Source: an optimization exercise on an open RTL-to-GDS flow (aim: small area and a short achievable clock period). Production flows keep margins and buffers that such runs may drop.
At most, simulation tests tie the RTL to the original design; equivalence was not proved.
Power and IR drop assume default switching activity.

==> inputs of run M <==
==> flow/design.v <==
module prim_flop_2sync #(
  parameter int               Width      = 16,
  parameter logic [Width-1:0] ResetValue = '0
) (
  input                    clk_i,
  input                    rst_ni,
  input        [Width-1:0] d_i,
  output logic [Width-1:0] q_o
);
  logic [Width-1:0] intq;
  always_ff @(posedge clk_i or negedge rst_ni) begin
    if (!rst_ni) begin
      intq <= ResetValue;
      q_o  <= ResetValue;
    end else begin
      intq <= d_i;
      q_o  <= intq;
    end
  end
endmodule
module prim_max_tree #(
  parameter int NumSrc = 32,
  localparam int SrcWidth = $clog2(NumSrc)
) (
  input        [NumSrc-1:0]   req_i,
  output logic [SrcWidth-1:0] idx_o
);
  localparam int NumLevels = SrcWidth;
  localparam int NumNodes  = 2**(NumLevels+1)-1;
  logic [NumNodes-1:0]               any_tree;
  logic [NumNodes-1:0][SrcWidth-1:0] idx_tree;
  for (genvar level = 0; level < NumLevels+1; level++) begin : gen_tree
    localparam int Base0 = (2**level)-1;
    localparam int Base1 = (2**(level+1))-1;
    for (genvar offset = 0; offset < 2**level; offset++) begin : gen_level
      localparam int Pa = Base0 + offset;
      localparam int C0 = Base1 + 2*offset;
      localparam int C1 = Base1 + 2*offset + 1;
      if (level == NumLevels) begin : gen_leafs
        if (offset < NumSrc) begin : gen_assign
          assign any_tree[Pa] = req_i[offset];
        end else begin : gen_tie_off
          assign any_tree[Pa] = 1'b0;
        end
        assign idx_tree[Pa] = '0;
      end else begin : gen_nodes
        assign any_tree[Pa] = any_tree[C0] | any_tree[C1];
        if (level < NumLevels - 1) begin : gen_mux
          assign idx_tree[Pa][NumLevels-level-2:0] =
              idx_tree[C0][NumLevels-level-2:0] |
              (idx_tree[C1][NumLevels-level-2:0] & {(NumLevels-level-1){~any_tree[C0]}});
        end
        assign idx_tree[Pa][NumLevels-level-1] = ~any_tree[C0] & any_tree[C1];
        if (level > 0) begin : gen_zero
          assign idx_tree[Pa][SrcWidth-1:NumLevels-level] = '0;
        end
      end
    end
  end
  assign idx_o = idx_tree[0];
endmodule
module rv_plic_gateway #(
  parameter int N_SOURCE = 32,
  parameter int IDW      = 5
) (
  input clk_i,
  input rst_ni,
  input [N_SOURCE-1:0] src_i,
  input           claim_i,
  input [IDW-1:0] claim_id_i,
  input           complete_i,
  input [IDW-1:0] complete_id_i,
  output logic [N_SOURCE-1:0] ip_o
);
  localparam int LoW = 4;
  localparam int HiW = IDW - LoW;
  localparam int NLo = 2**LoW;
  localparam int NHi = (N_SOURCE + NLo - 1) / NLo;
  logic [NHi-1:0] claim_hi, comp_hi;
  logic [NLo-1:0] claim_lo, comp_lo;
  always_comb begin
    for (int h = 0; h < NHi; h++) begin
      claim_hi[h] = claim_i    & (claim_id_i[IDW-1:LoW]    == HiW'(h));
      comp_hi[h]  = complete_i & (complete_id_i[IDW-1:LoW] == HiW'(h));
    end
    for (int l = 0; l < NLo; l++) begin
      claim_lo[l] = (claim_id_i[LoW-1:0]    == LoW'(l));
      comp_lo[l]  = (complete_id_i[LoW-1:0] == LoW'(l));
    end
  end
  logic [N_SOURCE-1:0] ia;
  logic [N_SOURCE-1:0] ip_d, ia_d;
  always_comb begin
    for (int s = 0; s < N_SOURCE; s++) begin
      ip_d[s] = ip_o[s] ? ~(claim_hi[s/NLo] & claim_lo[s%NLo]) : (src_i[s] & ~ia[s]);
      ia_d[s] = ia[s] ? (ip_o[s] | ~(comp_hi[s/NLo] & comp_lo[s%NLo])) : src_i[s];
    end
  end
  always_ff @(posedge clk_i or negedge rst_ni) begin
    if (!rst_ni) begin
      ip_o <= '0;
      ia   <= '0;
    end else begin
      ip_o <= ip_d;
      ia   <= ia_d;
    end
  end
endmodule
module rv_plic_target #(
  parameter int N_SOURCE = 32,
  parameter int MAX_PRIO = 3,
  localparam int SrcWidth  = $clog2(N_SOURCE),
  localparam int PrioWidth = $clog2(MAX_PRIO+1)
) (
  input clk_i,
  input rst_ni,
  input [N_SOURCE-1:0]  ip_i,
  input [N_SOURCE-1:0]  ie_i,
  input [N_SOURCE*PrioWidth-1:0] prio_i,
  input [PrioWidth-1:0]          threshold_i,
  output logic                irq_o,
  output logic [SrcWidth-1:0] irq_id_o
);
  logic [N_SOURCE-1:0] v, p1, p0;
  always_comb begin
    for (int s = 0; s < N_SOURCE; s++) begin
      v[s]  = ip_i[s] & ie_i[s];
      p1[s] = prio_i[2*s+1];
      p0[s] = prio_i[2*s];
    end
  end
  logic any3, any2, any1, mp1, mp0;
  assign any3 = |(v & p1 & p0);
  assign any2 = |(v & p1);
  assign any1 = |(v & p0);
  assign mp1  = any2;
  assign mp0  = any2 ? any3 : any1;
  logic [N_SOURCE-1:0] cand;
  assign cand = v & (p1 | {N_SOURCE{~mp1}}) & (p0 | {N_SOURCE{~mp0}});
  logic [SrcWidth-1:0] first_idx;
  prim_max_tree #(
    .NumSrc(N_SOURCE)
  ) u_prim_max_tree (
    .req_i(cand),
    .idx_o(first_idx)
  );
  logic irq_d;
  assign irq_d = ({mp1, mp0} > threshold_i) & (|v);
  always_ff @(posedge clk_i or negedge rst_ni) begin
    if (!rst_ni) begin
      irq_o    <= 1'b0;
      irq_id_o <= '0;
    end else begin
      irq_o    <= irq_d;
      irq_id_o <= first_idx;
    end
  end
endmodule
module rv_plic_core #(
  parameter int NumSrc = 186,
  localparam int SRCW  = $clog2(NumSrc),
  localparam int MAX_PRIO = 3,
  localparam int PRIOW = $clog2(MAX_PRIO+1)
) (
  input                     clk_i,
  input                     rst_ni,
  input  [NumSrc-1:0]       intr_src_i,
  input  [NumSrc*PRIOW-1:0] prio_i,
  input  [NumSrc-1:0]       ie_i,
  input  [PRIOW-1:0]        threshold_i,
  input                     claim_i,
  input                     complete_i,
  input  [SRCW-1:0]         complete_id_i,
  output [NumSrc-1:0]       ip_o,
  output                    irq_o,
  output [SRCW-1:0]         irq_id_o
);
  logic [NumSrc-1:0] ip;
  logic [NumSrc-1:0] intr_src_synced;
  assign ip_o = ip;
  prim_flop_2sync #(
    .Width(NumSrc)
  ) u_prim_flop_2sync (
    .clk_i,
    .rst_ni,
    .d_i(intr_src_i),
    .q_o(intr_src_synced)
  );
  rv_plic_gateway #(
    .N_SOURCE   (NumSrc),
    .IDW        (SRCW)
  ) u_gateway (
    .clk_i,
    .rst_ni,
    .src_i         (intr_src_synced),
    .claim_i       (claim_i),
    .claim_id_i    (irq_id_o),
    .complete_i    (complete_i),
    .complete_id_i (complete_id_i),
    .ip_o          (ip)
  );
  rv_plic_target #(
    .N_SOURCE    (NumSrc),
    .MAX_PRIO    (MAX_PRIO)
  ) u_target (
    .clk_i,
    .rst_ni,
    .ip_i        (ip),
    .ie_i        (ie_i),
    .prio_i      (prio_i),
    .threshold_i (threshold_i),
    .irq_o       (irq_o),
    .irq_id_o    (irq_id_o)
  );
endmodule
==> flow/run.sh <==
#!/bin/bash
# synth_recipe.tcl (not shown) runs the flow's synth.tcl, then flattens the netlist and writes it again
# the make line also repeats each setting of config.mk as NAME=value (left out here)
make -C /OpenROAD-flow-scripts/flow DESIGN_CONFIG=/design/flow/config.mk WORK_HOME=/design/flow/orfs CLKGATE_MAP_FILE= SYNTH_SCRIPT=/design/flow/synth_recipe.tcl finish
==> flow/config.mk <==
export PLATFORM = sky130hd
export DESIGN_NAME = rv_plic_core
export DESIGN_NICKNAME = rv_plic_core
export VERILOG_FILES = /design/flow/design.v
export SDC_FILE = /design/flow/constraint.sdc
export NUM_CORES = 4
export LEC_CHECK = 0
export CAP_MARGIN = 20
export CORE_MARGIN = 2
export CORE_UTILIZATION = 40
export SLEW_MARGIN = 20
==> flow/constraint.sdc <==
create_clock -name core_clock -period 12.0 [get_ports {clk_i}]
set_input_delay 2.4000 -clock core_clock [delete_from_list [all_inputs] [get_ports {clk_i}]]
set_output_delay 2.4000 -clock core_clock [all_outputs]
set_load 0.01 [all_outputs]
==> run A: changes against run M <==
==> flow/design.v, changed modules only <==
module prim_max_tree #(
  parameter int NumSrc = 32,
  localparam int SrcWidth = $clog2(NumSrc)
) (
  input        [NumSrc-1:0]   req_i,
  output logic                any_o,
  output logic [SrcWidth-1:0] idx_o
);
  localparam int NumLevels = SrcWidth;
  localparam int NumNodes  = 2**(NumLevels+1)-1;
  logic [NumNodes-1:0]               any_tree;
  logic [NumNodes-1:0][SrcWidth-1:0] idx_tree;
  for (genvar level = 0; level < NumLevels+1; level++) begin : gen_tree
    localparam int Base0 = (2**level)-1;
    localparam int Base1 = (2**(level+1))-1;
    for (genvar offset = 0; offset < 2**level; offset++) begin : gen_level
      localparam int Pa = Base0 + offset;
      localparam int C0 = Base1 + 2*offset;
      localparam int C1 = Base1 + 2*offset + 1;
      if (level == NumLevels) begin : gen_leafs
        if (offset < NumSrc) begin : gen_assign
          assign any_tree[Pa] = req_i[offset];
        end else begin : gen_tie_off
          assign any_tree[Pa] = 1'b0;
        end
        assign idx_tree[Pa] = '0;
      end else begin : gen_nodes
        assign any_tree[Pa] = any_tree[C0] | any_tree[C1];
        if (level < NumLevels - 1) begin : gen_mux
          assign idx_tree[Pa][NumLevels-level-2:0] =
              idx_tree[C0][NumLevels-level-2:0] |
              (idx_tree[C1][NumLevels-level-2:0] & {(NumLevels-level-1){~any_tree[C0]}});
        end
        assign idx_tree[Pa][NumLevels-level-1] = ~any_tree[C0] & any_tree[C1];
        if (level > 0) begin : gen_zero
          assign idx_tree[Pa][SrcWidth-1:NumLevels-level] = '0;
        end
      end
    end
  end
  assign any_o = any_tree[0];
  assign idx_o = idx_tree[0];
endmodule
module rv_plic_target #(
  parameter int N_SOURCE = 32,
  parameter int MAX_PRIO = 3,
  localparam int SrcWidth  = $clog2(N_SOURCE),
  localparam int PrioWidth = $clog2(MAX_PRIO+1)
) (
  input clk_i,
  input rst_ni,
  input [N_SOURCE-1:0]  ip_i,
  input [N_SOURCE-1:0]  ie_i,
  input [N_SOURCE*PrioWidth-1:0] prio_i,
  input [PrioWidth-1:0]          threshold_i,
  output logic                irq_o,
  output logic [SrcWidth-1:0] irq_id_o
);
  localparam int NLev = MAX_PRIO + 1;
  logic [NLev-1:0][N_SOURCE-1:0] ge;    
  always_comb begin
    for (int k = 0; k < NLev; k++) begin
      for (int s = 0; s < N_SOURCE; s++) begin
        ge[k][s] = ip_i[s] & ie_i[s] & (prio_i[s*PrioWidth +: PrioWidth] >= PrioWidth'(k));
      end
    end
  end
  logic [NLev-1:0]               any;
  logic [NLev-1:0][SrcWidth-1:0] idx;
  for (genvar k = 0; k < NLev; k++) begin : gen_level
    prim_max_tree #(
      .NumSrc(N_SOURCE)
    ) u_prim_max_tree (
      .req_i(ge[k]),
      .any_o(any[k]),
      .idx_o(idx[k])
    );
  end
  logic                irq_d;
  logic [SrcWidth-1:0] irq_id_d;
  always_comb begin
    irq_id_d = idx[0];
    for (int k = 1; k < NLev; k++) begin
      if (any[k]) irq_id_d = idx[k];
    end
    irq_d = 1'b0;
    for (int k = 1; k < NLev; k++) begin
      if (threshold_i == PrioWidth'(k-1)) irq_d = any[k];
    end
  end
  always_ff @(posedge clk_i or negedge rst_ni) begin
    if (!rst_ni) begin
      irq_o    <= 1'b0;
      irq_id_o <= '0;
    end else begin
      irq_o    <= irq_d;
      irq_id_o <= irq_id_d;
    end
  end
endmodule
==> flow/flow/run.sh (new file) <==
#!/bin/bash
# Layout flow: the standard ORFS flow (standard.sh, with its standard
# synthesis), changed only in how it optimises:
#  - the port buffers that global placement inserts on every input and output
#    are sky130_fd_sc_hd__buf_1 instead of the resizer's default choice;
#  - clock tree synthesis clusters up to 20 flip-flops within 120 um per leaf
#    buffer and inserts no dummy loads;
#  - timing repair up to clock tree synthesis aims for a larger setup slack at
#    the same 12 ns clock; the repair after global routing aims lower.
# The SDC (clock period, I/O delays, loads) is the standard flow's, unchanged.
set -euo pipefail
export BUFFER_PORTS_ARGS="-buffer_cell sky130_fd_sc_hd__buf_1"
export CTS_ARGS="-sink_clustering_enable -repair_clock_nets -dont_use_dummy_load -sink_clustering_size 20 -sink_clustering_max_diameter 120"
bash standard.sh SETUP_SLACK_MARGIN=8.25 cts > make_cts.log 2>&1
bash standard.sh SETUP_SLACK_MARGIN=7.5 finish > make_finish.log 2>&1
==> flow/standard.sh (new file) <==
#!/bin/bash
# synth_recipe.tcl (not shown) runs the flow's synth.tcl, then flattens the netlist and writes it again
# the make line also repeats each setting of config.mk as NAME=value (left out here)
make -C /OpenROAD-flow-scripts/flow DESIGN_CONFIG=/design/flow/config.mk WORK_HOME=/design/flow/orfs CLKGATE_MAP_FILE= SYNTH_SCRIPT=/design/flow/synth_recipe.tcl "${@:-finish}"
ABC_AREA = 1   (was default)
removed: flow/run.sh
==> run B: changes against run M <==
==> flow/design.v, changed modules only <==
module prim_max_tree #(
  parameter int NumSrc = 32,
  parameter int Width = 4,
  localparam int SrcWidth = $clog2(NumSrc)
) (
  input        [NumSrc-1:0][Width-1:0] therm_i,
  output logic [Width-1:0]             max_therm_o,
  output logic [SrcWidth-1:0]          max_idx_o
);
  localparam int NumLevels = SrcWidth;
  localparam int NumNodes  = 2**(NumLevels+1)-1;
  logic [NumNodes-1:0][Width-1:0]    t_tree;
  logic [NumNodes-1:0][SrcWidth-1:0] idx_tree;
  for (genvar level = 0; level < NumLevels+1; level++) begin : gen_tree
    localparam int Base0 = (2**level)-1;
    localparam int Base1 = (2**(level+1))-1;
    for (genvar offset = 0; offset < 2**level; offset++) begin : gen_level
      localparam int Pa = Base0 + offset;
      localparam int C0 = Base1 + 2*offset;
      localparam int C1 = Base1 + 2*offset + 1;
      if (level == NumLevels) begin : gen_leafs
        if (offset < NumSrc) begin : gen_assign
          assign t_tree[Pa] = therm_i[offset];
        end else begin : gen_tie_off
          assign t_tree[Pa] = '0;
        end
        assign idx_tree[Pa] = '0;
      end else begin : gen_nodes
        logic sel;
        assign sel = |(t_tree[C1] & ~t_tree[C0]);
        assign t_tree[Pa] = t_tree[C0] | t_tree[C1];
        if (level < NumLevels - 1) begin : gen_mux
          assign idx_tree[Pa][NumLevels-level-2:0] =
              sel ? idx_tree[C1][NumLevels-level-2:0] : idx_tree[C0][NumLevels-level-2:0];
        end
        assign idx_tree[Pa][NumLevels-level-1] = sel;
        if (level > 0) begin : gen_zero
          assign idx_tree[Pa][SrcWidth-1:NumLevels-level] = '0;
        end
      end
    end
  end
  assign max_therm_o = t_tree[0];
  assign max_idx_o   = idx_tree[0];
endmodule
module rv_plic_target #(
  parameter int N_SOURCE = 32,
  parameter int MAX_PRIO = 7,
  localparam int SrcWidth  = $clog2(N_SOURCE),
  localparam int PrioWidth = $clog2(MAX_PRIO+1)
) (
  input clk_i,
  input rst_ni,
  input [N_SOURCE-1:0]  ip_i,
  input [N_SOURCE-1:0]  ie_i,
  input [N_SOURCE*PrioWidth-1:0] prio_i,
  input [PrioWidth-1:0]          threshold_i,
  output logic                irq_o,
  output logic [SrcWidth-1:0] irq_id_o
);
  localparam int NLev = MAX_PRIO + 1;
  logic [N_SOURCE-1:0][NLev-1:0] therm;
  always_comb begin
    for (int s = 0; s < N_SOURCE; s++) begin
      for (int k = 0; k < NLev; k++) begin
        therm[s][k] = ip_i[s] & ie_i[s] & (prio_i[s*PrioWidth +: PrioWidth] >= PrioWidth'(k));
      end
    end
  end
  logic [NLev-1:0]     max_therm;
  logic [SrcWidth-1:0] max_idx;
  prim_max_tree #(
    .NumSrc(N_SOURCE),
    .Width(NLev)
  ) u_prim_max_tree (
    .therm_i(therm),
    .max_therm_o(max_therm),
    .max_idx_o(max_idx)
  );
  logic irq_d;
  always_comb begin
    irq_d = 1'b0;
    for (int k = 1; k < NLev; k++) begin
      if (threshold_i == PrioWidth'(k-1)) irq_d = max_therm[k];
    end
  end
  always_ff @(posedge clk_i or negedge rst_ni) begin
    if (!rst_ni) begin
      irq_o    <= 1'b0;
      irq_id_o <= '0;
    end else begin
      irq_o    <= irq_d;
      irq_id_o <= max_idx;
    end
  end
endmodule
==> flow/flow/run.sh (new file) <==
#!/bin/bash
# Layout flow: the standard ORFS flow (standard.sh, with its standard
# synthesis), changed only in how it optimises:
#  - the port buffers that global placement inserts on every input and output
#    are sky130_fd_sc_hd__buf_1 instead of the resizer's default choice;
#  - timing repair aims for a larger setup slack at the same 12 ns clock.
# The SDC (clock period, I/O delays, loads) is the standard flow's, unchanged.
set -euo pipefail
export BUFFER_PORTS_ARGS="-buffer_cell sky130_fd_sc_hd__buf_1"
bash standard.sh SETUP_SLACK_MARGIN=6 finish > make_finish.log 2>&1
==> flow/standard.sh (new file) <==
#!/bin/bash
# synth_recipe.tcl (not shown) runs the flow's synth.tcl, then flattens the netlist and writes it again
# the make line also repeats each setting of config.mk as NAME=value (left out here)
make -C /OpenROAD-flow-scripts/flow DESIGN_CONFIG=/design/flow/config.mk WORK_HOME=/design/flow/orfs CLKGATE_MAP_FILE= SYNTH_SCRIPT=/design/flow/synth_recipe.tcl "${@:-finish}"
removed: flow/run.sh
==> run X: changes against run M <==
==> flow/design.v, changed modules only <==
module prim_max_tree #(
  parameter int NumSrc = 32,
  localparam int SrcWidth = $clog2(NumSrc)
) (
  input        [NumSrc-1:0]   req_i,
  output logic                any_o,
  output logic [SrcWidth-1:0] idx_o
);
  localparam int NumLevels = SrcWidth;
  localparam int NumNodes  = 2**(NumLevels+1)-1;
  logic [NumNodes-1:0]               any_tree;
  logic [NumNodes-1:0][SrcWidth-1:0] idx_tree;
  for (genvar level = 0; level < NumLevels+1; level++) begin : gen_tree
    localparam int Base0 = (2**level)-1;
    localparam int Base1 = (2**(level+1))-1;
    for (genvar offset = 0; offset < 2**level; offset++) begin : gen_level
      localparam int Pa = Base0 + offset;
      localparam int C0 = Base1 + 2*offset;
      localparam int C1 = Base1 + 2*offset + 1;
      if (level == NumLevels) begin : gen_leafs
        if (offset < NumSrc) begin : gen_assign
          assign any_tree[Pa] = req_i[offset];
        end else begin : gen_tie_off
          assign any_tree[Pa] = 1'b0;
        end
        assign idx_tree[Pa] = '0;
      end else begin : gen_nodes
        assign any_tree[Pa] = any_tree[C0] | any_tree[C1];
        if (level < NumLevels - 1) begin : gen_mux
          assign idx_tree[Pa][NumLevels-level-2:0] =
              idx_tree[C0][NumLevels-level-2:0] |
              (idx_tree[C1][NumLevels-level-2:0] & {(NumLevels-level-1){~any_tree[C0]}});
        end
        assign idx_tree[Pa][NumLevels-level-1] = ~any_tree[C0] & any_tree[C1];
        if (level > 0) begin : gen_zero
          assign idx_tree[Pa][SrcWidth-1:NumLevels-level] = '0;
        end
      end
    end
  end
  assign any_o = any_tree[0];
  assign idx_o = idx_tree[0];
endmodule
module rv_plic_target #(
  parameter int N_SOURCE = 32,
  parameter int MAX_PRIO = 3,
  localparam int SrcWidth  = $clog2(N_SOURCE),
  localparam int PrioWidth = $clog2(MAX_PRIO+1)
) (
  input clk_i,
  input rst_ni,
  input [N_SOURCE-1:0]  ip_i,
  input [N_SOURCE-1:0]  ie_i,
  input [N_SOURCE*PrioWidth-1:0] prio_i,
  input [PrioWidth-1:0]          threshold_i,
  output logic                irq_o,
  output logic [SrcWidth-1:0] irq_id_o
);
  localparam int NLev = MAX_PRIO + 1;
  logic [NLev-1:0][N_SOURCE-1:0] ge;    
  always_comb begin
    for (int k = 0; k < NLev; k++) begin
      for (int s = 0; s < N_SOURCE; s++) begin
        ge[k][s] = ip_i[s] & ie_i[s] & (prio_i[s*PrioWidth +: PrioWidth] >= PrioWidth'(k));
      end
    end
  end
  logic [NLev-1:0]               any;
  logic [NLev-1:0][SrcWidth-1:0] idx;
  for (genvar k = 0; k < NLev; k++) begin : gen_level
    prim_max_tree #(
      .NumSrc(N_SOURCE)
    ) u_prim_max_tree (
      .req_i(ge[k]),
      .any_o(any[k]),
      .idx_o(idx[k])
    );
  end
  logic                irq_d;
  logic [SrcWidth-1:0] irq_id_d;
  always_comb begin
    irq_id_d = idx[0];
    for (int k = 1; k < NLev; k++) begin
      if (any[k]) irq_id_d = idx[k];
    end
    irq_d = 1'b0;
    for (int k = 1; k < NLev; k++) begin
      if (threshold_i == PrioWidth'(k-1)) irq_d = any[k];
    end
  end
  always_ff @(posedge clk_i or negedge rst_ni) begin
    if (!rst_ni) begin
      irq_o    <= 1'b0;
      irq_id_o <= '0;
    end else begin
      irq_o    <= irq_d;
      irq_id_o <= irq_id_d;
    end
  end
endmodule
==> flow/flow/run.sh (new file) <==
#!/bin/bash
# Layout flow: the standard ORFS flow (standard.sh, with its standard
# synthesis), changed only in how it optimises:
#  - the port buffers that global placement inserts on every input and output
#    are sky130_fd_sc_hd__buf_1 instead of the resizer's default choice;
#  - timing repair aims for a larger setup slack at the same 12 ns clock.
# The SDC (clock period, I/O delays, loads) is the standard flow's, unchanged.
set -euo pipefail
export BUFFER_PORTS_ARGS="-buffer_cell sky130_fd_sc_hd__buf_1"
bash standard.sh SETUP_SLACK_MARGIN=8 finish > make_finish.log 2>&1
==> flow/standard.sh (new file) <==
#!/bin/bash
# synth_recipe.tcl (not shown) runs the flow's synth.tcl, then flattens the netlist and writes it again
# the make line also repeats each setting of config.mk as NAME=value (left out here)
make -C /OpenROAD-flow-scripts/flow DESIGN_CONFIG=/design/flow/config.mk WORK_HOME=/design/flow/orfs CLKGATE_MAP_FILE= SYNTH_SCRIPT=/design/flow/synth_recipe.tcl "${@:-finish}"
ABC_AREA = 1   (was default)
removed: flow/run.sh
==> summary of the runs <==
Between run M and run B, the lower maximum frequency is in run M (gap 41%, measured against run B). Of run X and run B, run X has the higher worst setup slack (gap 1600 ps). Global-route usage, highest first: run M, run X, run A, run B. Between run M and run X, the lower via count is in run X (gap 11%, measured against run X). Sequential power is about the same in run M and run B. The lowest combinational power belongs to run B, the highest to run A. In flip-flop and latch count, run B and run M do not differ. In run B the sequential share of layout area is lower than in run A, by 0.088 points.
No functional check of the RTL was part of run M.

==> port drivers added, routing unchanged <==
The flow's constraints put no driver on any port. The routed layouts listed below were extracted and timed again, unchanged, in two steps. Step 1 assumes that a clkbuf_16 drives the clock port and a buf_2 every other input. Step 2 also shifts input and output timing later by t, the mid clock arrival at the registers, as if the neighbouring blocks saw the same clock. a / b / c = ideal / step 1 / step 2; a / b = the first two.
run	t, ns	setup slack, ns	worst register clock-pin slew, ns
run M	0.788	2.593 / 2.627 / 1.839	0.08 / 0.08
run A	0.710	8.078 / 8.126 / 7.416	0.10 / 0.10
run B	0.712	6.473 / 6.519 / 5.807	0.07 / 0.07
run X	0.762	8.030 / 7.950 / 7.378	0.07 / 0.07
After both steps setup and hold are still met in every run listed. For run M, which loses most, drivers alone change the setup slack by +0.034 ns; drivers and shift together by -0.754 ns.
